Background: an optimization exercise with open tools, aiming at small area and a short achievable clock period. Do not read the settings as production practice. For this run, only the layout was checked, not whether the RTL still works. Power is estimated from default activity; no workload was simulated.

### design/flow/run.sh
#!/bin/bash
# synth_recipe.tcl (not shown) runs the flow's synth.tcl, then flattens the netlist and writes it again
# the make line also repeats each setting of config.mk as NAME=value (left out here)
make -C /OpenROAD-flow-scripts/flow DESIGN_CONFIG=/design/flow/config.mk WORK_HOME=/design/flow/orfs CLKGATE_MAP_FILE= SYNTH_SCRIPT=/design/flow/synth_recipe.tcl finish
### design/flow/config.mk
export PLATFORM = sky130hd
export DESIGN_NAME = mac_unit
export DESIGN_NICKNAME = mac_unit
export VERILOG_FILES = /design/flow/design.v
export SDC_FILE = /design/flow/constraint.sdc
export NUM_CORES = 4
export LEC_CHECK = 0
export CAP_MARGIN = 20
export CORE_MARGIN = 2
export CORE_UTILIZATION = 40
export SLEW_MARGIN = 20
export SYNTH_HIERARCHICAL = 1
export SYNTH_MINIMUM_KEEP_SIZE = 0
### design/flow/constraint.sdc
create_clock -name core_clock -period 7.0 [get_ports {clk}]
set_input_delay 1.4000 -clock core_clock [delete_from_list [all_inputs] [get_ports {clk}]]
set_output_delay 1.4000 -clock core_clock [all_outputs]
set_load 0.01 [all_outputs]
### design/flow/design.v
module mac_unit #(
    parameter AW = 16,
    parameter BW = 16,
    parameter ACCW = 40,
    parameter SIGNED = 0
)(
    input  wire clk,
    input  wire rst_n,
    input  wire en,
    input  wire valid_in,
    input  wire [AW-1:0] a,
    input  wire [BW-1:0] b,
    output reg  valid_out,
    output reg  [ACCW-1:0] acc_out
);
  reg [42:0] pr;
  reg valid_reg;
  wire one1;
  wire two2;
  wire neg3;
  wire q4;
  wire q5;
  wire q6;
  wire q7;
  wire q8;
  wire q9;
  wire q10;
  wire q11;
  wire q12;
  wire q13;
  wire q14;
  wire q15;
  wire q16;
  wire q17;
  wire q18;
  wire q19;
  wire q20;
  wire nn21;
  wire one22;
  wire two23;
  wire neg24;
  wire q25;
  wire q26;
  wire q27;
  wire q28;
  wire q29;
  wire q30;
  wire q31;
  wire q32;
  wire q33;
  wire q34;
  wire q35;
  wire q36;
  wire q37;
  wire q38;
  wire q39;
  wire q40;
  wire q41;
  wire nn42;
  wire one43;
  wire two44;
  wire neg45;
  wire q46;
  wire q47;
  wire q48;
  wire q49;
  wire q50;
  wire q51;
  wire q52;
  wire q53;
  wire q54;
  wire q55;
  wire q56;
  wire q57;
  wire q58;
  wire q59;
  wire q60;
  wire q61;
  wire q62;
  wire nn63;
  wire one64;
  wire two65;
  wire neg66;
  wire q67;
  wire q68;
  wire q69;
  wire q70;
  wire q71;
  wire q72;
  wire q73;
  wire q74;
  wire q75;
  wire q76;
  wire q77;
  wire q78;
  wire q79;
  wire q80;
  wire q81;
  wire q82;
  wire q83;
  wire nn84;
  wire one85;
  wire two86;
  wire neg87;
  wire q88;
  wire q89;
  wire q90;
  wire q91;
  wire q92;
  wire q93;
  wire q94;
  wire q95;
  wire q96;
  wire q97;
  wire q98;
  wire q99;
  wire q100;
  wire q101;
  wire q102;
  wire q103;
  wire q104;
  wire nn105;
  wire one106;
  wire two107;
  wire neg108;
  wire q109;
  wire q110;
  wire q111;
  wire q112;
  wire q113;
  wire q114;
  wire q115;
  wire q116;
  wire q117;
  wire q118;
  wire q119;
  wire q120;
  wire q121;
  wire q122;
  wire q123;
  wire q124;
  wire q125;
  wire nn126;
  wire one127;
  wire two128;
  wire neg129;
  wire q130;
  wire q131;
  wire q132;
  wire q133;
  wire q134;
  wire q135;
  wire q136;
  wire q137;
  wire q138;
  wire q139;
  wire q140;
  wire q141;
  wire q142;
  wire q143;
  wire q144;
  wire q145;
  wire q146;
  wire nn147;
  wire one148;
  wire two149;
  wire neg150;
  wire q151;
  wire q152;
  wire q153;
  wire q154;
  wire q155;
  wire q156;
  wire q157;
  wire q158;
  wire q159;
  wire q160;
  wire q161;
  wire q162;
  wire q163;
  wire q164;
  wire q165;
  wire q166;
  wire q167;
  wire nn168;
  wire one169;
  wire two170;
  wire neg171;
  wire q172;
  wire q173;
  wire q174;
  wire q175;
  wire q176;
  wire q177;
  wire q178;
  wire q179;
  wire q180;
  wire q181;
  wire q182;
  wire q183;
  wire q184;
  wire q185;
  wire q186;
  wire q187;
  wire q188;
  wire s189;
  wire c190;
  wire s191;
  wire c192;
  wire s193;
  wire c194;
  wire s195;
  wire c196;
  wire s197;
  wire c198;
  wire s199;
  wire c200;
  wire s201;
  wire c202;
  wire s203;
  wire c204;
  wire s205;
  wire c206;
  wire s207;
  wire c208;
  wire s209;
  wire c210;
  wire s211;
  wire c212;
  wire s213;
  wire c214;
  wire s215;
  wire c216;
  wire s217;
  wire c218;
  wire s219;
  wire c220;
  wire s221;
  wire c222;
  wire s223;
  wire c224;
  wire s225;
  wire c226;
  wire s227;
  wire c228;
  wire s229;
  wire c230;
  wire s231;
  wire c232;
  wire s233;
  wire c234;
  wire s235;
  wire c236;
  wire s237;
  wire c238;
  wire s239;
  wire c240;
  wire s241;
  wire c242;
  wire s243;
  wire c244;
  wire s245;
  wire c246;
  wire s247;
  wire c248;
  wire s249;
  wire c250;
  wire s251;
  wire c252;
  wire s253;
  wire c254;
  wire s255;
  wire c256;
  wire s257;
  wire c258;
  wire s259;
  wire c260;
  wire s261;
  wire c262;
  wire s263;
  wire c264;
  wire s265;
  wire c266;
  wire s267;
  wire c268;
  wire s269;
  wire c270;
  wire s271;
  wire c272;
  wire s273;
  wire c274;
  wire s275;
  wire c276;
  wire s277;
  wire c278;
  wire s279;
  wire c280;
  wire s281;
  wire c282;
  wire s283;
  wire c284;
  wire s285;
  wire c286;
  wire s287;
  wire c288;
  wire s289;
  wire c290;
  wire s291;
  wire c292;
  wire s293;
  wire c294;
  wire s295;
  wire c296;
  wire s297;
  wire c298;
  wire s299;
  wire c300;
  wire s301;
  wire c302;
  wire s303;
  wire c304;
  wire s305;
  wire c306;
  wire s307;
  wire c308;
  wire s309;
  wire c310;
  wire s311;
  wire c312;
  wire s313;
  wire c314;
  wire s315;
  wire c316;
  wire s317;
  wire c318;
  wire s319;
  wire c320;
  wire s321;
  wire c322;
  wire s323;
  wire c324;
  wire s325;
  wire c326;
  wire s327;
  wire c328;
  wire s329;
  wire c330;
  wire s331;
  wire c332;
  wire s333;
  wire c334;
  wire s335;
  wire c336;
  wire s337;
  wire c338;
  wire s339;
  wire c340;
  wire s341;
  wire c342;
  wire s343;
  wire c344;
  wire s345;
  wire c346;
  wire s347;
  wire c348;
  wire s349;
  wire c350;
  wire s351;
  wire c352;
  wire s353;
  wire c354;
  wire s355;
  wire c356;
  wire s357;
  wire c358;
  wire s359;
  wire c360;
  wire s361;
  wire c362;
  wire s363;
  wire c364;
  wire s365;
  wire c366;
  wire s367;
  wire c368;
  wire s369;
  wire c370;
  wire s371;
  wire c372;
  wire s373;
  wire c374;
  wire s375;
  wire c376;
  wire s377;
  wire c378;
  wire s379;
  wire c380;
  wire s381;
  wire c382;
  wire s383;
  wire c384;
  wire s385;
  wire c386;
  wire s387;
  wire c388;
  wire s389;
  wire c390;
  wire s391;
  wire c392;
  wire s393;
  wire c394;
  wire s395;
  wire c396;
  wire s397;
  wire c398;
  wire s399;
  wire c400;
  wire s401;
  wire c402;
  wire s403;
  wire c404;
  wire s405;
  wire c406;
  wire s407;
  wire c408;
  wire s409;
  wire c410;
  wire s411;
  wire c412;
  wire s413;
  wire c414;
  wire s415;
  wire c416;
  wire s417;
  wire c418;
  wire s419;
  wire c420;
  wire s421;
  wire c422;
  wire s423;
  wire c424;
  wire s425;
  wire c426;
  wire s427;
  wire c428;
  wire s429;
  wire c430;
  wire s431;
  wire c432;
  wire s433;
  wire c434;
  wire s435;
  wire c436;
  wire s437;
  wire c438;
  wire s439;
  wire c440;
  wire s441;
  wire c442;
  wire s443;
  wire c444;
  wire s445;
  wire c446;
  wire s447;
  wire c448;
  wire s449;
  wire c450;
  wire s451;
  wire c452;
  wire s453;
  wire c454;
  wire s455;
  wire c456;
  wire s457;
  wire c458;
  wire s459;
  wire c460;
  wire s461;
  wire c462;
  wire s463;
  wire c464;
  wire s465;
  wire c466;
  wire s467;
  wire c468;
  wire s469;
  wire c470;
  wire s471;
  wire c472;
  wire s473;
  wire c474;
  wire s475;
  wire c476;
  wire s477;
  wire c478;
  wire s479;
  wire c480;
  wire s481;
  wire c482;
  wire s483;
  wire c484;
  wire s485;
  wire c486;
  wire s487;
  wire c488;
  wire s489;
  wire c490;
  wire s491;
  wire c492;
  wire s493;
  wire c494;
  wire s495;
  wire c496;
  wire s497;
  wire c498;
  wire s499;
  wire c500;
  wire s501;
  wire c502;
  wire s503;
  wire c504;
  wire s505;
  wire c506;
  wire s507;
  wire c508;
  wire s509;
  wire c510;
  wire s511;
  wire c512;
  wire s513;
  wire c514;
  wire s515;
  wire c516;
  wire s517;
  wire c518;
  wire s519;
  wire c520;
  wire s521;
  wire c522;
  wire s523;
  wire c524;
  wire s525;
  wire c526;
  wire s527;
  wire c528;
  wire s529;
  wire c530;
  wire s531;
  wire c532;
  wire s533;
  wire c534;
  wire s535;
  wire c536;
  wire s537;
  wire c538;
  wire [17:0] bx = {2'b00, b};
  wire [16:0] ax = {1'b0, a};
  assign one1 = bx[0] ^ 1'b0;
  assign two2 = (bx[1] & ~bx[0] & ~1'b0) | (~bx[1] & bx[0] & 1'b0);
  assign neg3 = bx[1];
  assign q4 = ((one1 & ax[0]) | (two2 & 1'b0)) ^ neg3;
  assign q5 = ((one1 & ax[1]) | (two2 & ax[0])) ^ neg3;
  assign q6 = ((one1 & ax[2]) | (two2 & ax[1])) ^ neg3;
  assign q7 = ((one1 & ax[3]) | (two2 & ax[2])) ^ neg3;
  assign q8 = ((one1 & ax[4]) | (two2 & ax[3])) ^ neg3;
  assign q9 = ((one1 & ax[5]) | (two2 & ax[4])) ^ neg3;
  assign q10 = ((one1 & ax[6]) | (two2 & ax[5])) ^ neg3;
  assign q11 = ((one1 & ax[7]) | (two2 & ax[6])) ^ neg3;
  assign q12 = ((one1 & ax[8]) | (two2 & ax[7])) ^ neg3;
  assign q13 = ((one1 & ax[9]) | (two2 & ax[8])) ^ neg3;
  assign q14 = ((one1 & ax[10]) | (two2 & ax[9])) ^ neg3;
  assign q15 = ((one1 & ax[11]) | (two2 & ax[10])) ^ neg3;
  assign q16 = ((one1 & ax[12]) | (two2 & ax[11])) ^ neg3;
  assign q17 = ((one1 & ax[13]) | (two2 & ax[12])) ^ neg3;
  assign q18 = ((one1 & ax[14]) | (two2 & ax[13])) ^ neg3;
  assign q19 = ((one1 & ax[15]) | (two2 & ax[14])) ^ neg3;
  assign q20 = ((one1 & ax[16]) | (two2 & ax[15])) ^ neg3;
  assign nn21 = ~neg3;
  assign one22 = bx[2] ^ bx[1];
  assign two23 = (bx[3] & ~bx[2] & ~bx[1]) | (~bx[3] & bx[2] & bx[1]);
  assign neg24 = bx[3];
  assign q25 = ((one22 & ax[0]) | (two23 & 1'b0)) ^ neg24;
  assign q26 = ((one22 & ax[1]) | (two23 & ax[0])) ^ neg24;
  assign q27 = ((one22 & ax[2]) | (two23 & ax[1])) ^ neg24;
  assign q28 = ((one22 & ax[3]) | (two23 & ax[2])) ^ neg24;
  assign q29 = ((one22 & ax[4]) | (two23 & ax[3])) ^ neg24;
  assign q30 = ((one22 & ax[5]) | (two23 & ax[4])) ^ neg24;
  assign q31 = ((one22 & ax[6]) | (two23 & ax[5])) ^ neg24;
  assign q32 = ((one22 & ax[7]) | (two23 & ax[6])) ^ neg24;
  assign q33 = ((one22 & ax[8]) | (two23 & ax[7])) ^ neg24;
  assign q34 = ((one22 & ax[9]) | (two23 & ax[8])) ^ neg24;
  assign q35 = ((one22 & ax[10]) | (two23 & ax[9])) ^ neg24;
  assign q36 = ((one22 & ax[11]) | (two23 & ax[10])) ^ neg24;
  assign q37 = ((one22 & ax[12]) | (two23 & ax[11])) ^ neg24;
  assign q38 = ((one22 & ax[13]) | (two23 & ax[12])) ^ neg24;
  assign q39 = ((one22 & ax[14]) | (two23 & ax[13])) ^ neg24;
  assign q40 = ((one22 & ax[15]) | (two23 & ax[14])) ^ neg24;
  assign q41 = ((one22 & ax[16]) | (two23 & ax[15])) ^ neg24;
  assign nn42 = ~neg24;
  assign one43 = bx[4] ^ bx[3];
  assign two44 = (bx[5] & ~bx[4] & ~bx[3]) | (~bx[5] & bx[4] & bx[3]);
  assign neg45 = bx[5];
  assign q46 = ((one43 & ax[0]) | (two44 & 1'b0)) ^ neg45;
  assign q47 = ((one43 & ax[1]) | (two44 & ax[0])) ^ neg45;
  assign q48 = ((one43 & ax[2]) | (two44 & ax[1])) ^ neg45;
  assign q49 = ((one43 & ax[3]) | (two44 & ax[2])) ^ neg45;
  assign q50 = ((one43 & ax[4]) | (two44 & ax[3])) ^ neg45;
  assign q51 = ((one43 & ax[5]) | (two44 & ax[4])) ^ neg45;
  assign q52 = ((one43 & ax[6]) | (two44 & ax[5])) ^ neg45;
  assign q53 = ((one43 & ax[7]) | (two44 & ax[6])) ^ neg45;
  assign q54 = ((one43 & ax[8]) | (two44 & ax[7])) ^ neg45;
  assign q55 = ((one43 & ax[9]) | (two44 & ax[8])) ^ neg45;
  assign q56 = ((one43 & ax[10]) | (two44 & ax[9])) ^ neg45;
  assign q57 = ((one43 & ax[11]) | (two44 & ax[10])) ^ neg45;
  assign q58 = ((one43 & ax[12]) | (two44 & ax[11])) ^ neg45;
  assign q59 = ((one43 & ax[13]) | (two44 & ax[12])) ^ neg45;
  assign q60 = ((one43 & ax[14]) | (two44 & ax[13])) ^ neg45;
  assign q61 = ((one43 & ax[15]) | (two44 & ax[14])) ^ neg45;
  assign q62 = ((one43 & ax[16]) | (two44 & ax[15])) ^ neg45;
  assign nn63 = ~neg45;
  assign one64 = bx[6] ^ bx[5];
  assign two65 = (bx[7] & ~bx[6] & ~bx[5]) | (~bx[7] & bx[6] & bx[5]);
  assign neg66 = bx[7];
  assign q67 = ((one64 & ax[0]) | (two65 & 1'b0)) ^ neg66;
  assign q68 = ((one64 & ax[1]) | (two65 & ax[0])) ^ neg66;
  assign q69 = ((one64 & ax[2]) | (two65 & ax[1])) ^ neg66;
  assign q70 = ((one64 & ax[3]) | (two65 & ax[2])) ^ neg66;
  assign q71 = ((one64 & ax[4]) | (two65 & ax[3])) ^ neg66;
  assign q72 = ((one64 & ax[5]) | (two65 & ax[4])) ^ neg66;
  assign q73 = ((one64 & ax[6]) | (two65 & ax[5])) ^ neg66;
  assign q74 = ((one64 & ax[7]) | (two65 & ax[6])) ^ neg66;
  assign q75 = ((one64 & ax[8]) | (two65 & ax[7])) ^ neg66;
  assign q76 = ((one64 & ax[9]) | (two65 & ax[8])) ^ neg66;
  assign q77 = ((one64 & ax[10]) | (two65 & ax[9])) ^ neg66;
  assign q78 = ((one64 & ax[11]) | (two65 & ax[10])) ^ neg66;
  assign q79 = ((one64 & ax[12]) | (two65 & ax[11])) ^ neg66;
  assign q80 = ((one64 & ax[13]) | (two65 & ax[12])) ^ neg66;
  assign q81 = ((one64 & ax[14]) | (two65 & ax[13])) ^ neg66;
  assign q82 = ((one64 & ax[15]) | (two65 & ax[14])) ^ neg66;
  assign q83 = ((one64 & ax[16]) | (two65 & ax[15])) ^ neg66;
  assign nn84 = ~neg66;
  assign one85 = bx[8] ^ bx[7];
  assign two86 = (bx[9] & ~bx[8] & ~bx[7]) | (~bx[9] & bx[8] & bx[7]);
  assign neg87 = bx[9];
  assign q88 = ((one85 & ax[0]) | (two86 & 1'b0)) ^ neg87;
  assign q89 = ((one85 & ax[1]) | (two86 & ax[0])) ^ neg87;
  assign q90 = ((one85 & ax[2]) | (two86 & ax[1])) ^ neg87;
  assign q91 = ((one85 & ax[3]) | (two86 & ax[2])) ^ neg87;
  assign q92 = ((one85 & ax[4]) | (two86 & ax[3])) ^ neg87;
  assign q93 = ((one85 & ax[5]) | (two86 & ax[4])) ^ neg87;
  assign q94 = ((one85 & ax[6]) | (two86 & ax[5])) ^ neg87;
  assign q95 = ((one85 & ax[7]) | (two86 & ax[6])) ^ neg87;
  assign q96 = ((one85 & ax[8]) | (two86 & ax[7])) ^ neg87;
  assign q97 = ((one85 & ax[9]) | (two86 & ax[8])) ^ neg87;
  assign q98 = ((one85 & ax[10]) | (two86 & ax[9])) ^ neg87;
  assign q99 = ((one85 & ax[11]) | (two86 & ax[10])) ^ neg87;
  assign q100 = ((one85 & ax[12]) | (two86 & ax[11])) ^ neg87;
  assign q101 = ((one85 & ax[13]) | (two86 & ax[12])) ^ neg87;
  assign q102 = ((one85 & ax[14]) | (two86 & ax[13])) ^ neg87;
  assign q103 = ((one85 & ax[15]) | (two86 & ax[14])) ^ neg87;
  assign q104 = ((one85 & ax[16]) | (two86 & ax[15])) ^ neg87;
  assign nn105 = ~neg87;
  assign one106 = bx[10] ^ bx[9];
  assign two107 = (bx[11] & ~bx[10] & ~bx[9]) | (~bx[11] & bx[10] & bx[9]);
  assign neg108 = bx[11];
  assign q109 = ((one106 & ax[0]) | (two107 & 1'b0)) ^ neg108;
  assign q110 = ((one106 & ax[1]) | (two107 & ax[0])) ^ neg108;
  assign q111 = ((one106 & ax[2]) | (two107 & ax[1])) ^ neg108;
  assign q112 = ((one106 & ax[3]) | (two107 & ax[2])) ^ neg108;
  assign q113 = ((one106 & ax[4]) | (two107 & ax[3])) ^ neg108;
  assign q114 = ((one106 & ax[5]) | (two107 & ax[4])) ^ neg108;
  assign q115 = ((one106 & ax[6]) | (two107 & ax[5])) ^ neg108;
  assign q116 = ((one106 & ax[7]) | (two107 & ax[6])) ^ neg108;
  assign q117 = ((one106 & ax[8]) | (two107 & ax[7])) ^ neg108;
  assign q118 = ((one106 & ax[9]) | (two107 & ax[8])) ^ neg108;
  assign q119 = ((one106 & ax[10]) | (two107 & ax[9])) ^ neg108;
  assign q120 = ((one106 & ax[11]) | (two107 & ax[10])) ^ neg108;
  assign q121 = ((one106 & ax[12]) | (two107 & ax[11])) ^ neg108;
  assign q122 = ((one106 & ax[13]) | (two107 & ax[12])) ^ neg108;
  assign q123 = ((one106 & ax[14]) | (two107 & ax[13])) ^ neg108;
  assign q124 = ((one106 & ax[15]) | (two107 & ax[14])) ^ neg108;
  assign q125 = ((one106 & ax[16]) | (two107 & ax[15])) ^ neg108;
  assign nn126 = ~neg108;
  assign one127 = bx[12] ^ bx[11];
  assign two128 = (bx[13] & ~bx[12] & ~bx[11]) | (~bx[13] & bx[12] & bx[11]);
  assign neg129 = bx[13];
  assign q130 = ((one127 & ax[0]) | (two128 & 1'b0)) ^ neg129;
  assign q131 = ((one127 & ax[1]) | (two128 & ax[0])) ^ neg129;
  assign q132 = ((one127 & ax[2]) | (two128 & ax[1])) ^ neg129;
  assign q133 = ((one127 & ax[3]) | (two128 & ax[2])) ^ neg129;
  assign q134 = ((one127 & ax[4]) | (two128 & ax[3])) ^ neg129;
  assign q135 = ((one127 & ax[5]) | (two128 & ax[4])) ^ neg129;
  assign q136 = ((one127 & ax[6]) | (two128 & ax[5])) ^ neg129;
  assign q137 = ((one127 & ax[7]) | (two128 & ax[6])) ^ neg129;
  assign q138 = ((one127 & ax[8]) | (two128 & ax[7])) ^ neg129;
  assign q139 = ((one127 & ax[9]) | (two128 & ax[8])) ^ neg129;
  assign q140 = ((one127 & ax[10]) | (two128 & ax[9])) ^ neg129;
  assign q141 = ((one127 & ax[11]) | (two128 & ax[10])) ^ neg129;
  assign q142 = ((one127 & ax[12]) | (two128 & ax[11])) ^ neg129;
  assign q143 = ((one127 & ax[13]) | (two128 & ax[12])) ^ neg129;
  assign q144 = ((one127 & ax[14]) | (two128 & ax[13])) ^ neg129;
  assign q145 = ((one127 & ax[15]) | (two128 & ax[14])) ^ neg129;
  assign q146 = ((one127 & ax[16]) | (two128 & ax[15])) ^ neg129;
  assign nn147 = ~neg129;
  assign one148 = bx[14] ^ bx[13];
  assign two149 = (bx[15] & ~bx[14] & ~bx[13]) | (~bx[15] & bx[14] & bx[13]);
  assign neg150 = bx[15];
  assign q151 = ((one148 & ax[0]) | (two149 & 1'b0)) ^ neg150;
  assign q152 = ((one148 & ax[1]) | (two149 & ax[0])) ^ neg150;
  assign q153 = ((one148 & ax[2]) | (two149 & ax[1])) ^ neg150;
  assign q154 = ((one148 & ax[3]) | (two149 & ax[2])) ^ neg150;
  assign q155 = ((one148 & ax[4]) | (two149 & ax[3])) ^ neg150;
  assign q156 = ((one148 & ax[5]) | (two149 & ax[4])) ^ neg150;
  assign q157 = ((one148 & ax[6]) | (two149 & ax[5])) ^ neg150;
  assign q158 = ((one148 & ax[7]) | (two149 & ax[6])) ^ neg150;
  assign q159 = ((one148 & ax[8]) | (two149 & ax[7])) ^ neg150;
  assign q160 = ((one148 & ax[9]) | (two149 & ax[8])) ^ neg150;
  assign q161 = ((one148 & ax[10]) | (two149 & ax[9])) ^ neg150;
  assign q162 = ((one148 & ax[11]) | (two149 & ax[10])) ^ neg150;
  assign q163 = ((one148 & ax[12]) | (two149 & ax[11])) ^ neg150;
  assign q164 = ((one148 & ax[13]) | (two149 & ax[12])) ^ neg150;
  assign q165 = ((one148 & ax[14]) | (two149 & ax[13])) ^ neg150;
  assign q166 = ((one148 & ax[15]) | (two149 & ax[14])) ^ neg150;
  assign q167 = ((one148 & ax[16]) | (two149 & ax[15])) ^ neg150;
  assign nn168 = ~neg150;
  assign one169 = bx[16] ^ bx[15];
  assign two170 = (bx[17] & ~bx[16] & ~bx[15]) | (~bx[17] & bx[16] & bx[15]);
  assign neg171 = 1'b0;
  assign q172 = (one169 & ax[0]) | (two170 & 1'b0);
  assign q173 = (one169 & ax[1]) | (two170 & ax[0]);
  assign q174 = (one169 & ax[2]) | (two170 & ax[1]);
  assign q175 = (one169 & ax[3]) | (two170 & ax[2]);
  assign q176 = (one169 & ax[4]) | (two170 & ax[3]);
  assign q177 = (one169 & ax[5]) | (two170 & ax[4]);
  assign q178 = (one169 & ax[6]) | (two170 & ax[5]);
  assign q179 = (one169 & ax[7]) | (two170 & ax[6]);
  assign q180 = (one169 & ax[8]) | (two170 & ax[7]);
  assign q181 = (one169 & ax[9]) | (two170 & ax[8]);
  assign q182 = (one169 & ax[10]) | (two170 & ax[9]);
  assign q183 = (one169 & ax[11]) | (two170 & ax[10]);
  assign q184 = (one169 & ax[12]) | (two170 & ax[11]);
  assign q185 = (one169 & ax[13]) | (two170 & ax[12]);
  assign q186 = (one169 & ax[14]) | (two170 & ax[13]);
  assign q187 = (one169 & ax[15]) | (two170 & ax[14]);
  assign q188 = (one169 & ax[16]) | (two170 & ax[15]);
  mac_fa fa1 (.a(neg24), .b(q25), .ci(q6), .s(s189), .co(c190));
  mac_fa fa2 (.a(q26), .b(q7), .ci(c190), .s(s191), .co(c192));
  mac_fa fa3 (.a(neg45), .b(q27), .ci(q46), .s(s193), .co(c194));
  mac_fa fa4 (.a(q8), .b(s193), .ci(c192), .s(s195), .co(c196));
  mac_fa fa5 (.a(q28), .b(q47), .ci(q9), .s(s197), .co(c198));
  mac_fa fa6 (.a(c194), .b(s197), .ci(c196), .s(s199), .co(c200));
  mac_fa fa7 (.a(neg66), .b(q10), .ci(q29), .s(s201), .co(c202));
  mac_fa fa8 (.a(q48), .b(q67), .ci(c198), .s(s203), .co(c204));
  mac_fa fa9 (.a(s201), .b(s203), .ci(c200), .s(s205), .co(c206));
  mac_fa fa10 (.a(q11), .b(q30), .ci(q49), .s(s207), .co(c208));
  mac_fa fa11 (.a(q68), .b(c202), .ci(s207), .s(s209), .co(c210));
  mac_fa fa12 (.a(c204), .b(s209), .ci(c206), .s(s211), .co(c212));
  mac_fa fa13 (.a(neg87), .b(q12), .ci(q31), .s(s213), .co(c214));
  mac_fa fa14 (.a(q50), .b(q69), .ci(q88), .s(s215), .co(c216));
  mac_fa fa15 (.a(c208), .b(s213), .ci(s215), .s(s217), .co(c218));
  mac_fa fa16 (.a(c210), .b(s217), .ci(c212), .s(s219), .co(c220));
  mac_fa fa17 (.a(q13), .b(q32), .ci(q51), .s(s221), .co(c222));
  mac_fa fa18 (.a(q70), .b(q89), .ci(c214), .s(s223), .co(c224));
  mac_fa fa19 (.a(c216), .b(s221), .ci(c218), .s(s225), .co(c226));
  mac_fa fa20 (.a(s223), .b(s225), .ci(c220), .s(s227), .co(c228));
  mac_fa fa21 (.a(neg108), .b(q109), .ci(q14), .s(s229), .co(c230));
  mac_fa fa22 (.a(q33), .b(q52), .ci(q71), .s(s231), .co(c232));
  mac_fa fa23 (.a(q90), .b(c222), .ci(s229), .s(s233), .co(c234));
  mac_fa fa24 (.a(s231), .b(c224), .ci(s233), .s(s235), .co(c236));
  mac_fa fa25 (.a(c226), .b(s235), .ci(c228), .s(s237), .co(c238));
  mac_fa fa26 (.a(q110), .b(q15), .ci(q34), .s(s239), .co(c240));
  mac_fa fa27 (.a(q53), .b(q72), .ci(q91), .s(s241), .co(c242));
  mac_fa fa28 (.a(c230), .b(c232), .ci(s239), .s(s243), .co(c244));
  mac_fa fa29 (.a(s241), .b(c234), .ci(s243), .s(s245), .co(c246));
  mac_fa fa30 (.a(c236), .b(s245), .ci(c238), .s(s247), .co(c248));
  mac_fa fa31 (.a(neg129), .b(q111), .ci(q130), .s(s249), .co(c250));
  mac_fa fa32 (.a(q16), .b(q35), .ci(q54), .s(s251), .co(c252));
  mac_fa fa33 (.a(q73), .b(q92), .ci(c240), .s(s253), .co(c254));
  mac_fa fa34 (.a(c242), .b(s249), .ci(s251), .s(s255), .co(c256));
  mac_fa fa35 (.a(c244), .b(s253), .ci(s255), .s(s257), .co(c258));
  mac_fa fa36 (.a(c246), .b(s257), .ci(c248), .s(s259), .co(c260));
  mac_fa fa37 (.a(q112), .b(q131), .ci(q17), .s(s261), .co(c262));
  mac_fa fa38 (.a(q36), .b(q55), .ci(q74), .s(s263), .co(c264));
  mac_fa fa39 (.a(q93), .b(c250), .ci(c252), .s(s265), .co(c266));
  mac_fa fa40 (.a(s261), .b(s263), .ci(c254), .s(s267), .co(c268));
  mac_fa fa41 (.a(c256), .b(s265), .ci(s267), .s(s269), .co(c270));
  mac_fa fa42 (.a(c258), .b(s269), .ci(c260), .s(s271), .co(c272));
  mac_fa fa43 (.a(neg150), .b(q113), .ci(q132), .s(s273), .co(c274));
  mac_fa fa44 (.a(q151), .b(q18), .ci(q37), .s(s275), .co(c276));
  mac_fa fa45 (.a(q56), .b(q75), .ci(q94), .s(s277), .co(c278));
  mac_fa fa46 (.a(c262), .b(c264), .ci(s273), .s(s279), .co(c280));
  mac_fa fa47 (.a(s275), .b(s277), .ci(c266), .s(s281), .co(c282));
  mac_fa fa48 (.a(s279), .b(c268), .ci(s281), .s(s283), .co(c284));
  mac_fa fa49 (.a(c270), .b(s283), .ci(c272), .s(s285), .co(c286));
  mac_fa fa50 (.a(q114), .b(q133), .ci(q152), .s(s287), .co(c288));
  mac_fa fa51 (.a(q19), .b(q38), .ci(q57), .s(s289), .co(c290));
  mac_fa fa52 (.a(q76), .b(q95), .ci(c274), .s(s291), .co(c292));
  mac_fa fa53 (.a(c276), .b(c278), .ci(s287), .s(s293), .co(c294));
  mac_fa fa54 (.a(s289), .b(c280), .ci(s291), .s(s295), .co(c296));
  mac_fa fa55 (.a(s293), .b(c282), .ci(s295), .s(s297), .co(c298));
  mac_fa fa56 (.a(c284), .b(s297), .ci(c286), .s(s299), .co(c300));
  mac_fa fa57 (.a(q115), .b(q134), .ci(q153), .s(s301), .co(c302));
  mac_fa fa58 (.a(q172), .b(q20), .ci(q39), .s(s303), .co(c304));
  mac_fa fa59 (.a(q58), .b(q77), .ci(q96), .s(s305), .co(c306));
  mac_fa fa60 (.a(c288), .b(c290), .ci(s301), .s(s307), .co(c308));
  mac_fa fa61 (.a(s303), .b(s305), .ci(c292), .s(s309), .co(c310));
  mac_fa fa62 (.a(c294), .b(s307), .ci(c296), .s(s311), .co(c312));
  mac_fa fa63 (.a(s309), .b(s311), .ci(c298), .s(s313), .co(c314));
  mac_fa fa64 (.a(1'b1), .b(nn21), .ci(q116), .s(s315), .co(c316));
  mac_fa fa65 (.a(q135), .b(q154), .ci(q173), .s(s317), .co(c318));
  mac_fa fa66 (.a(q40), .b(q59), .ci(q78), .s(s319), .co(c320));
  mac_fa fa67 (.a(q97), .b(c302), .ci(c304), .s(s321), .co(c322));
  mac_fa fa68 (.a(c306), .b(s315), .ci(s317), .s(s323), .co(c324));
  mac_fa fa69 (.a(s319), .b(c308), .ci(s321), .s(s325), .co(c326));
  mac_fa fa70 (.a(s323), .b(c310), .ci(s325), .s(s327), .co(c328));
  mac_fa fa71 (.a(c312), .b(s327), .ci(c314), .s(s329), .co(c330));
  mac_fa fa72 (.a(1'b1), .b(q117), .ci(q136), .s(s331), .co(c332));
  mac_fa fa73 (.a(q155), .b(q174), .ci(q41), .s(s333), .co(c334));
  mac_fa fa74 (.a(q60), .b(q79), .ci(q98), .s(s335), .co(c336));
  mac_fa fa75 (.a(c316), .b(c318), .ci(c320), .s(s337), .co(c338));
  mac_fa fa76 (.a(s331), .b(s333), .ci(s335), .s(s339), .co(c340));
  mac_fa fa77 (.a(c322), .b(c324), .ci(s337), .s(s341), .co(c342));
  mac_fa fa78 (.a(s339), .b(c326), .ci(s341), .s(s343), .co(c344));
  mac_fa fa79 (.a(c328), .b(s343), .ci(c330), .s(s345), .co(c346));
  mac_fa fa80 (.a(nn42), .b(q118), .ci(q137), .s(s347), .co(c348));
  mac_fa fa81 (.a(q156), .b(q175), .ci(q61), .s(s349), .co(c350));
  mac_fa fa82 (.a(q80), .b(q99), .ci(c332), .s(s351), .co(c352));
  mac_fa fa83 (.a(c334), .b(c336), .ci(s347), .s(s353), .co(c354));
  mac_fa fa84 (.a(s349), .b(c338), .ci(c340), .s(s355), .co(c356));
  mac_fa fa85 (.a(s351), .b(s353), .ci(c342), .s(s357), .co(c358));
  mac_fa fa86 (.a(s355), .b(s357), .ci(c344), .s(s359), .co(c360));
  mac_fa fa87 (.a(1'b1), .b(q100), .ci(q119), .s(s361), .co(c362));
  mac_fa fa88 (.a(q138), .b(q157), .ci(q176), .s(s363), .co(c364));
  mac_fa fa89 (.a(q62), .b(q81), .ci(c348), .s(s365), .co(c366));
  mac_fa fa90 (.a(c350), .b(s361), .ci(s363), .s(s367), .co(c368));
  mac_fa fa91 (.a(c352), .b(c354), .ci(s365), .s(s369), .co(c370));
  mac_fa fa92 (.a(s367), .b(c356), .ci(s369), .s(s371), .co(c372));
  mac_fa fa93 (.a(c358), .b(s371), .ci(c360), .s(s373), .co(c374));
  mac_fa fa94 (.a(nn63), .b(q101), .ci(q120), .s(s375), .co(c376));
  mac_fa fa95 (.a(q139), .b(q158), .ci(q177), .s(s377), .co(c378));
  mac_fa fa96 (.a(q82), .b(c362), .ci(c364), .s(s379), .co(c380));
  mac_fa fa97 (.a(s375), .b(s377), .ci(c366), .s(s381), .co(c382));
  mac_fa fa98 (.a(c368), .b(s379), .ci(c370), .s(s383), .co(c384));
  mac_fa fa99 (.a(s381), .b(s383), .ci(c372), .s(s385), .co(c386));
  mac_fa fa100 (.a(1'b1), .b(q102), .ci(q121), .s(s387), .co(c388));
  mac_fa fa101 (.a(q140), .b(q159), .ci(q178), .s(s389), .co(c390));
  mac_fa fa102 (.a(q83), .b(c376), .ci(c378), .s(s391), .co(c392));
  mac_fa fa103 (.a(s387), .b(s389), .ci(c380), .s(s393), .co(c394));
  mac_fa fa104 (.a(s391), .b(c382), .ci(s393), .s(s395), .co(c396));
  mac_fa fa105 (.a(c384), .b(s395), .ci(c386), .s(s397), .co(c398));
  mac_fa fa106 (.a(nn84), .b(q103), .ci(q122), .s(s399), .co(c400));
  mac_fa fa107 (.a(q141), .b(q160), .ci(q179), .s(s401), .co(c402));
  mac_fa fa108 (.a(c388), .b(c390), .ci(s399), .s(s403), .co(c404));
  mac_fa fa109 (.a(s401), .b(c392), .ci(s403), .s(s405), .co(c406));
  mac_fa fa110 (.a(c394), .b(s405), .ci(c396), .s(s407), .co(c408));
  mac_fa fa111 (.a(1'b1), .b(q104), .ci(q123), .s(s409), .co(c410));
  mac_fa fa112 (.a(q142), .b(q161), .ci(q180), .s(s411), .co(c412));
  mac_fa fa113 (.a(c400), .b(c402), .ci(s409), .s(s413), .co(c414));
  mac_fa fa114 (.a(s411), .b(c404), .ci(s413), .s(s415), .co(c416));
  mac_fa fa115 (.a(c406), .b(s415), .ci(c408), .s(s417), .co(c418));
  mac_fa fa116 (.a(nn105), .b(q124), .ci(q143), .s(s419), .co(c420));
  mac_fa fa117 (.a(q162), .b(q181), .ci(c410), .s(s421), .co(c422));
  mac_fa fa118 (.a(c412), .b(s419), .ci(c414), .s(s423), .co(c424));
  mac_fa fa119 (.a(s421), .b(c416), .ci(s423), .s(s425), .co(c426));
  mac_fa fa120 (.a(1'b1), .b(q125), .ci(q144), .s(s427), .co(c428));
  mac_fa fa121 (.a(q163), .b(q182), .ci(c420), .s(s429), .co(c430));
  mac_fa fa122 (.a(s427), .b(c422), .ci(s429), .s(s431), .co(c432));
  mac_fa fa123 (.a(c424), .b(s431), .ci(c426), .s(s433), .co(c434));
  mac_fa fa124 (.a(nn126), .b(q145), .ci(q164), .s(s435), .co(c436));
  mac_fa fa125 (.a(q183), .b(c428), .ci(s435), .s(s437), .co(c438));
  mac_fa fa126 (.a(c430), .b(s437), .ci(c432), .s(s439), .co(c440));
  mac_fa fa127 (.a(1'b1), .b(q146), .ci(q165), .s(s441), .co(c442));
  mac_fa fa128 (.a(q184), .b(c436), .ci(s441), .s(s443), .co(c444));
  mac_fa fa129 (.a(c438), .b(s443), .ci(c440), .s(s445), .co(c446));
  mac_fa fa130 (.a(nn147), .b(q166), .ci(q185), .s(s447), .co(c448));
  mac_fa fa131 (.a(c442), .b(s447), .ci(c444), .s(s449), .co(c450));
  mac_fa fa132 (.a(1'b1), .b(q167), .ci(q186), .s(s451), .co(c452));
  mac_fa fa133 (.a(c448), .b(s451), .ci(c450), .s(s453), .co(c454));
  mac_fa fa134 (.a(nn168), .b(q187), .ci(c452), .s(s455), .co(c456));
  mac_fa fa135 (.a(acc_out[0]), .b(pr[0]), .ci(pr[1]), .s(s457), .co(c458));
  mac_fa fa136 (.a(acc_out[1]), .b(pr[2]), .ci(c458), .s(s459), .co(c460));
  mac_fa fa137 (.a(acc_out[2]), .b(pr[3]), .ci(c460), .s(s461), .co(c462));
  mac_fa fa138 (.a(acc_out[3]), .b(pr[4]), .ci(c462), .s(s463), .co(c464));
  mac_fa fa139 (.a(acc_out[4]), .b(pr[5]), .ci(c464), .s(s465), .co(c466));
  mac_fa fa140 (.a(acc_out[5]), .b(pr[6]), .ci(c466), .s(s467), .co(c468));
  mac_fa fa141 (.a(acc_out[6]), .b(pr[7]), .ci(c468), .s(s469), .co(c470));
  mac_fa fa142 (.a(acc_out[7]), .b(pr[8]), .ci(c470), .s(s471), .co(c472));
  mac_fa fa143 (.a(acc_out[8]), .b(pr[9]), .ci(c472), .s(s473), .co(c474));
  mac_fa fa144 (.a(acc_out[9]), .b(pr[10]), .ci(c474), .s(s475), .co(c476));
  mac_fa fa145 (.a(acc_out[10]), .b(pr[11]), .ci(c476), .s(s477), .co(c478));
  mac_fa fa146 (.a(acc_out[11]), .b(pr[12]), .ci(c478), .s(s479), .co(c480));
  mac_fa fa147 (.a(acc_out[12]), .b(pr[13]), .ci(c480), .s(s481), .co(c482));
  mac_fa fa148 (.a(acc_out[13]), .b(pr[14]), .ci(c482), .s(s483), .co(c484));
  mac_fa fa149 (.a(acc_out[14]), .b(pr[15]), .ci(c484), .s(s485), .co(c486));
  mac_fa fa150 (.a(acc_out[15]), .b(pr[16]), .ci(c486), .s(s487), .co(c488));
  mac_fa fa151 (.a(acc_out[16]), .b(pr[17]), .ci(pr[18]), .s(s489), .co(c490));
  mac_fa fa152 (.a(acc_out[17]), .b(pr[19]), .ci(c490), .s(s491), .co(c492));
  mac_fa fa153 (.a(acc_out[18]), .b(pr[20]), .ci(c492), .s(s493), .co(c494));
  mac_fa fa154 (.a(acc_out[19]), .b(pr[21]), .ci(pr[22]), .s(s495), .co(c496));
  mac_fa fa155 (.a(acc_out[20]), .b(pr[23]), .ci(c496), .s(s497), .co(c498));
  mac_fa fa156 (.a(acc_out[21]), .b(pr[24]), .ci(pr[25]), .s(s499), .co(c500));
  mac_fa fa157 (.a(acc_out[22]), .b(pr[26]), .ci(c500), .s(s501), .co(c502));
  mac_fa fa158 (.a(acc_out[23]), .b(pr[27]), .ci(pr[28]), .s(s503), .co(c504));
  mac_fa fa159 (.a(acc_out[24]), .b(pr[29]), .ci(c504), .s(s505), .co(c506));
  mac_fa fa160 (.a(acc_out[25]), .b(pr[30]), .ci(pr[31]), .s(s507), .co(c508));
  mac_fa fa161 (.a(acc_out[26]), .b(pr[32]), .ci(c508), .s(s509), .co(c510));
  mac_fa fa162 (.a(acc_out[27]), .b(pr[33]), .ci(pr[34]), .s(s511), .co(c512));
  mac_fa fa163 (.a(acc_out[28]), .b(pr[35]), .ci(c512), .s(s513), .co(c514));
  mac_fa fa164 (.a(acc_out[29]), .b(pr[36]), .ci(pr[37]), .s(s515), .co(c516));
  mac_fa fa165 (.a(acc_out[30]), .b(pr[38]), .ci(c516), .s(s517), .co(c518));
  mac_fa fa166 (.a(acc_out[31]), .b(pr[39]), .ci(pr[40]), .s(s519), .co(c520));
  mac_fa fa167 (.a(1'b1), .b(acc_out[32]), .ci(pr[41]), .s(s521), .co(c522));
  mac_fa fa168 (.a(pr[42]), .b(c520), .ci(s521), .s(s523), .co(c524));
  mac_fa fa169 (.a(1'b1), .b(acc_out[33]), .ci(c522), .s(s525), .co(c526));
  mac_fa fa170 (.a(1'b1), .b(acc_out[34]), .ci(c526), .s(s527), .co(c528));
  mac_fa fa171 (.a(1'b1), .b(acc_out[35]), .ci(c528), .s(s529), .co(c530));
  mac_fa fa172 (.a(1'b1), .b(acc_out[36]), .ci(c530), .s(s531), .co(c532));
  mac_fa fa173 (.a(1'b1), .b(acc_out[37]), .ci(c532), .s(s533), .co(c534));
  mac_fa fa174 (.a(1'b1), .b(acc_out[38]), .ci(c534), .s(s535), .co(c536));
  mac_fa fa175 (.a(1'b1), .b(acc_out[39]), .ci(c536), .s(s537), .co(c538));
  wire [39:0] ra = {s537, s535, s533, s531, s529, s527, c524, s523, s519, s517, s515, s513, s511, s509, s507, s505, s503, s501, s499, s497, s495, s493, s491, s489, s487, s485, s483, s481, s479, s477, s475, s473, s471, s469, s467, s465, s463, s461, s459, s457};
  wire [39:0] rb = {1'b0, 1'b0, 1'b0, 1'b0, 1'b0, 1'b0, s525, 1'b0, c518, 1'b0, c514, 1'b0, c510, 1'b0, c506, 1'b0, c502, 1'b0, c498, 1'b0, c494, 1'b0, 1'b0, c488, 1'b0, 1'b0, 1'b0, 1'b0, 1'b0, 1'b0, 1'b0, 1'b0, 1'b0, 1'b0, 1'b0, 1'b0, 1'b0, 1'b0, 1'b0, 1'b0};
  wire [39:0] sum = ra + rb;
  always @(posedge clk) begin
    pr <= {c456, q188, c454, s455, s453, c446, s449, s445, c434, s439, s433, c418, s425, s417, c398, s407, s397, c374, s385, s373, c346, s359, s345, s329, c300, s313, s299, s285, s271, s259, s247, s237, s227, s219, s211, s205, s199, s195, s191, s189, q5, q4, neg3};
    valid_reg <= valid_in & rst_n;
  end
  always @(posedge clk) begin
    if (!rst_n) begin
      acc_out <= 40'd0;
      valid_out <= 1'b0;
    end else begin
      valid_out <= valid_reg;
      if (en && valid_reg)
        acc_out <= sum;
    end
  end
endmodule
module mac_fa (input wire a, input wire b, input wire ci,
               output wire s, output wire co);
  assign s = a ^ b ^ ci;
  assign co = (a & b) | (a & ci) | (b & ci);
endmodule
module mac_ha (input wire a, input wire b, output wire s, output wire co);
  assign s = a ^ b;
  assign co = a & b;
endmodule
==> run notes <==
per-layer routing:
layer | vias to the layer above | global-route usage [%]
li1 | 5449 | -
met3 | 36 | 2.560
met1 | 5405 | 32.93
met4 | 0 | 7.740
met2 | 307 | 33.09
met5 | - | 0
cell families (layout without fill, tap and decap cells):
| logic type | after synthesis | count (layout) | synth area share (%) |
|---|---|---|---|
| other | 2 | 17 | 0.05968 |
| buffers and inverters | 200 | 206 | 6.294 |
| DFF | 84 | 84 | 13.36 |
| AOI/OAI and AO/OA | 521 | 521 | 25.19 |
| muxes | 1 | 1 | 0.07955 |
| and+or+nand+nor | 405 | 405 | 15.46 |
| xor gates and xnor gates | 34 | 34 | 2.366 |
| adders and majority gates | 290 | 290 | 37.19 |
synthesized netlist by cell type, types with 2 or more instances:
| master | instances |
|---|---|
| clkbuf_8 | 2 |
| a21oi_1 | 241 |
| and3_1 | 3 |
| nor3_1 | 16 |
| buf_2 | 7 |
| a211oi_1 | 7 |
| clkbuf_1 | 135 |
| a211oi_2 | 2 |
| o21a_1 | 2 |
| dfxtp_1 | 84 |
| o211ai_1 | 2 |
| ha_1 | 10 |
| a31oi_1 | 14 |
| o21ai_1 | 3 |
| inv_1 | 11 |
| fa_1 | 175 |
| a221oi_1 | 7 |
| conb_1 | 2 |
| and4_2 | 2 |
| clkinv_1 | 7 |
| xnor2_1 | 16 |
| nor2_1 | 37 |
| nand2_1 | 185 |
| a21o_1 | 7 |
| buf_1 | 36 |
| o21ai_0 | 25 |
| maj3_1 | 105 |
| nand4_1 | 5 |
| o22ai_1 | 106 |
| o31ai_1 | 93 |
| and2_1 | 19 |
| nor2b_1 | 107 |
| xor2_1 | 18 |
| nand3_1 | 26 |
how the worst max path moves through the flow:
| stage | start | endpoint | cells after the start | slack, ns |
|---|---|---|---|---|
| after floorplan | acc_out[0]$_SDFFE_PN0P_ | acc_out[36]$_SDFFE_PN0P_ | 24 | -0.30 |
| after global placement | a[2] | pr[16]$_DFF_P_ | 18 | -0.49 |
| after detailed placement | a[2] | pr[16]$_DFF_P_ | 18 | -0.52 |
| after CTS | acc_out[0]$_SDFFE_PN0P_ | acc_out[36]$_SDFFE_PN0P_ | 24 | -0.52 |
| after global routing | acc_out[0]$_SDFFE_PN0P_ | acc_out[36]$_SDFFE_PN0P_ | 24 | -0.70 |
| final | acc_out[0]$_SDFFE_PN0P_ | acc_out[36]$_SDFFE_PN0P_ | 24 | -0.51 |
area by class of cell:
cell class,instances,area share (%)
flip-flops and latches,84,11.61
inverters,18,0.4747
repair buffers,172,10.89
well taps,396,3.418
clock inverters,2,0.06905
multi-input cells,1268,71.78
clock buffers,14,1.752
worst reg2reg max path: stages, from the launching register on:
cell      delay, ns
dfxtp_2        0.33
fa_2           0.38
fa_2           0.35
fa_2           0.35
fa_2           0.34
fa_2           0.34
fa_2           0.35
fa_2           0.35
fa_2           0.36
fa_2           0.35
fa_2           0.36
fa_2           0.35
fa_2           0.35
fa_2           0.35
fa_2           0.35
fa_2           0.35
fa_2           0.36
ha_4           0.18
ha_4           0.16
a311oi_4       0.30
o311ai_4       0.17
a31oi_4        0.24
a21oi_2        0.08
xnor2_1        0.13
a211oi_2       0.22
timing repair:
action / in CTS / in global routing
setup buffers: 7 / 4
gates cloned: 0 / 0
pin swaps: 30 / 17
hold buffers: 0 / 0
hold endpoints to repair: 0 / 0
gates resized for setup: 18 / 25
endpoints found under the setup margin: 21 / 22
through the flow:
| step | worst slack, ns | cells | setup TNS, ns | hold slack [ns] | utilization [%] |
|---|---|---|---|---|---|
| 2_1_floorplan | -0.2965 | 1552 | -1.381 | 0.4484 | - |
| 3_3_place_gp | -0.4939 | 1929 | -5.949 | 0.4636 | 45.53 |
| 3_5_place_dp | -0.5244 | 1930 | -6.682 | 0.4777 | 45.62 |
| 4_1_cts | -0.5200 | 1951 | -5.735 | 0.4940 | 46.73 |
| 5_1_grt | -0.7033 | 1954 | -10.60 | 0.5086 | 47.14 |
| 6_report | -0.5133 | 1954 | -6.917 | 0.4844 | 47.14 |
modules after synthesis, one instance, submodules excluded:
module / area (sq um) / cells inside / flip-flops and latches
mac_fa: 20.02 / 1 / 0
mac_unit: 9080 / 1362 / 84
power by group through the flow:
stage,Combinational [mW],Clock (mW),Sequential [mW]
floorplan,1.92,0,0.767
global placement,2.61,0,0.771
detailed placement,2.65,0,0.774
CTS,2.72,0.437,0.764
global route,3.13,0.454,0.780
finish,2.77,0.424,0.758
==> impl_metrics.tcl <==
set metrics [dict create \
    vias 11200 \
    synth_area_sq_um 12580 \
    chipWidth_um 181.4 \
    track_usage_pct 22.13 \
    p_leak_nw 5.098 \
    yosysSeqAreaShare_pct 13.36 \
    start_kind "flop" \
    path_cells "fa_2, fa_2, fa_2, fa_2, fa_2, fa_2, fa_2, fa_2, fa_2, fa_2, fa_2, fa_2, fa_2, fa_2, fa_2, fa_2, ha_4, ha_4, a311oi_4, o311ai_4, a31oi_4, a21oi_2, xnor2_1, a211oi_2" \
    worstHoldEndpoint "valid_out$_SDFF_PN0_" \
    netlist_instances 1537 \
    total_power_mw 3.947 \
    num_io_pins 77 \
    r2r-start "acc_out[0]$_SDFFE_PN0P_" \
    sw_frac_of_total_pct 45.36 \
    synth_area_leader_cell "fa_1" \
    hold_start "valid_reg$_DFF_P_" \
    p_comb_share_pct 70.0 \
    r2r-end "acc_out[36]$_SDFFE_PN0P_" \
    clock_sinks 84 \
    drt-pass1-iter-count 5 \
    relSlewSlack_pct 36.54 \
    synth_top_cell_area_share_pct 27.84 \
    async_flop_share_pct 0 \
    grt_max_degree 96 \
    reg_top3 "pr x42, acc_out x40" \
    cap_violations 0 \
    wl_met2_um 15830 \
    fin_crit_sh_pct 107.3 \
    hpwl_um 27480 \
    ir_drop_mv 0.1757 \
    placed_cell_area_sq_um 14030 \
    wl_per_cell_um 18.56 \
    setup_viol 20 \
    fmax_mhz 133.1 \
    top_layer_used "met4" \
    max_slew.worst_pin.slew_ns 0.9519 \
    seq_area_sq_um 1683 \
    worstSetupEndpointType "flop" \
    clkPwrFrac_pct 10.8 \
    path_common_cell "fa_2" \
    worstSetupPathType "reg -> reg" \
    htreeDepth 3 \
    reg2reg_depth 24 \
    gp_congestion 0.8765 \
    yosys_register_bits 84 \
    synthTopCellsByArea "fa_1 28%, dfxtp_1 13%, a21oi_1 9.6%" \
    wl_met1_um 17350 \
    fp.dieH_um 181.4 \
    grt_pass1_vias 10440 \
    yosysWarnings 7 \
    postRouteAntennaNets 0 \
    fin_area_sq_um 14500 \
    multi_input_area_sq_um 10410 \
    wl_met3_um 2018 \
    overflow 0 \
    nets 1774 \
    cp_slowest_stage_delay_ns 0.38 \
    path_buf_inv 0 \
    coreArea_sq_um 30750 \
    layout_common_cells "237 x a21oi_1, 179 x nand2_1, 146 x fa_1" \
    p_switching_mw 1.791 \
    top_register "pr" \
    clockBufferDepth 2 \
    power_density_nw_per_um2 272.3 \
    port_buffers 76 \
    seqPwrFrac_pct 19.2 \
    start_util_pct 40.92 \
    rsz0062_at_grt "true" \
    slew_viol_final 0 \
    grt_pass1_wl_um 58260 \
    synthToLayoutAreaGrowth_pct 15.20 \
    crit_required_ns 7.26 \
    die_area_sq_um 32890 \
    clk_pin_slew_ns 0.06 \
    holdCritPathClass "reg -> reg" \
    clock_skew_ns 0.008051 \
    critPathSlowestCell "fa_2" \
    wl_um 36260 \
    ys_types 54 \
    fillers 2967 \
    holdPathStages 1 \
    hold_viol_final 0 \
    synth_flop_cell "dfxtp_1" \
    clock_latency_ns 0.34 \
    setup_ws_ns -0.5133 \
    drc_errors 0 \
    cts_tree "yes" \
    cp_top_family "adder cells" \
    fin_crit_ns 7.513 \
    viasPerCell 5.730 \
    cp.arrival_ns 7.77 \
    so_faults "negative setup slack" \
    grt_antenna_before_repair 0 \
    crit_fanout 3 \
    regToRegSetupSlack_ns -0.51 \
    drive_gt1_share_pct 12.32 \
    root_buffer "clkbuf_16" \
    p_int_mw 2.157 \
    synth_edf_count 0 \
    layout_commonest_cell "a21oi_1" \
    diodes 0 \
    row_count 64 \
    largest_register_ffs 42 \
    cts_buffers 9 \
    syn-mean-instance-area_sq_um 8.187 \
    run_status "finished with violations" \
    initialDrtViolationCount 1173 \
]

afterwards: timing with drivers on the ports:
In the flow no input, the clock included, has a driving cell. The finished layout below was timed again as built, in two steps.
Step 1 assumes that a clkbuf_16 drives the clock port and a buf_2 every other input.
Step 2 adds t to the input delays and takes it off the output delays; t is the mean of the earliest and latest rising clock arrival at the registers after step 1. Input paths then give back, and output paths get back, about the clock's delay inside the block.
Three values: ideal ports, drivers, drivers and shift; two values: the first two.
t, ns: 0.381
slack for setup (ns): -0.513 / -0.513 / -0.513
worst setup path after step 2: register to register
latest minus earliest clock arrival (ns): 0.008 / 0.008
worst register clock-pin slew, ns: 0.06 / 0.06
The setup slack of this run moves by 0.000 ns with the drivers and by 0.000 ns with both steps.
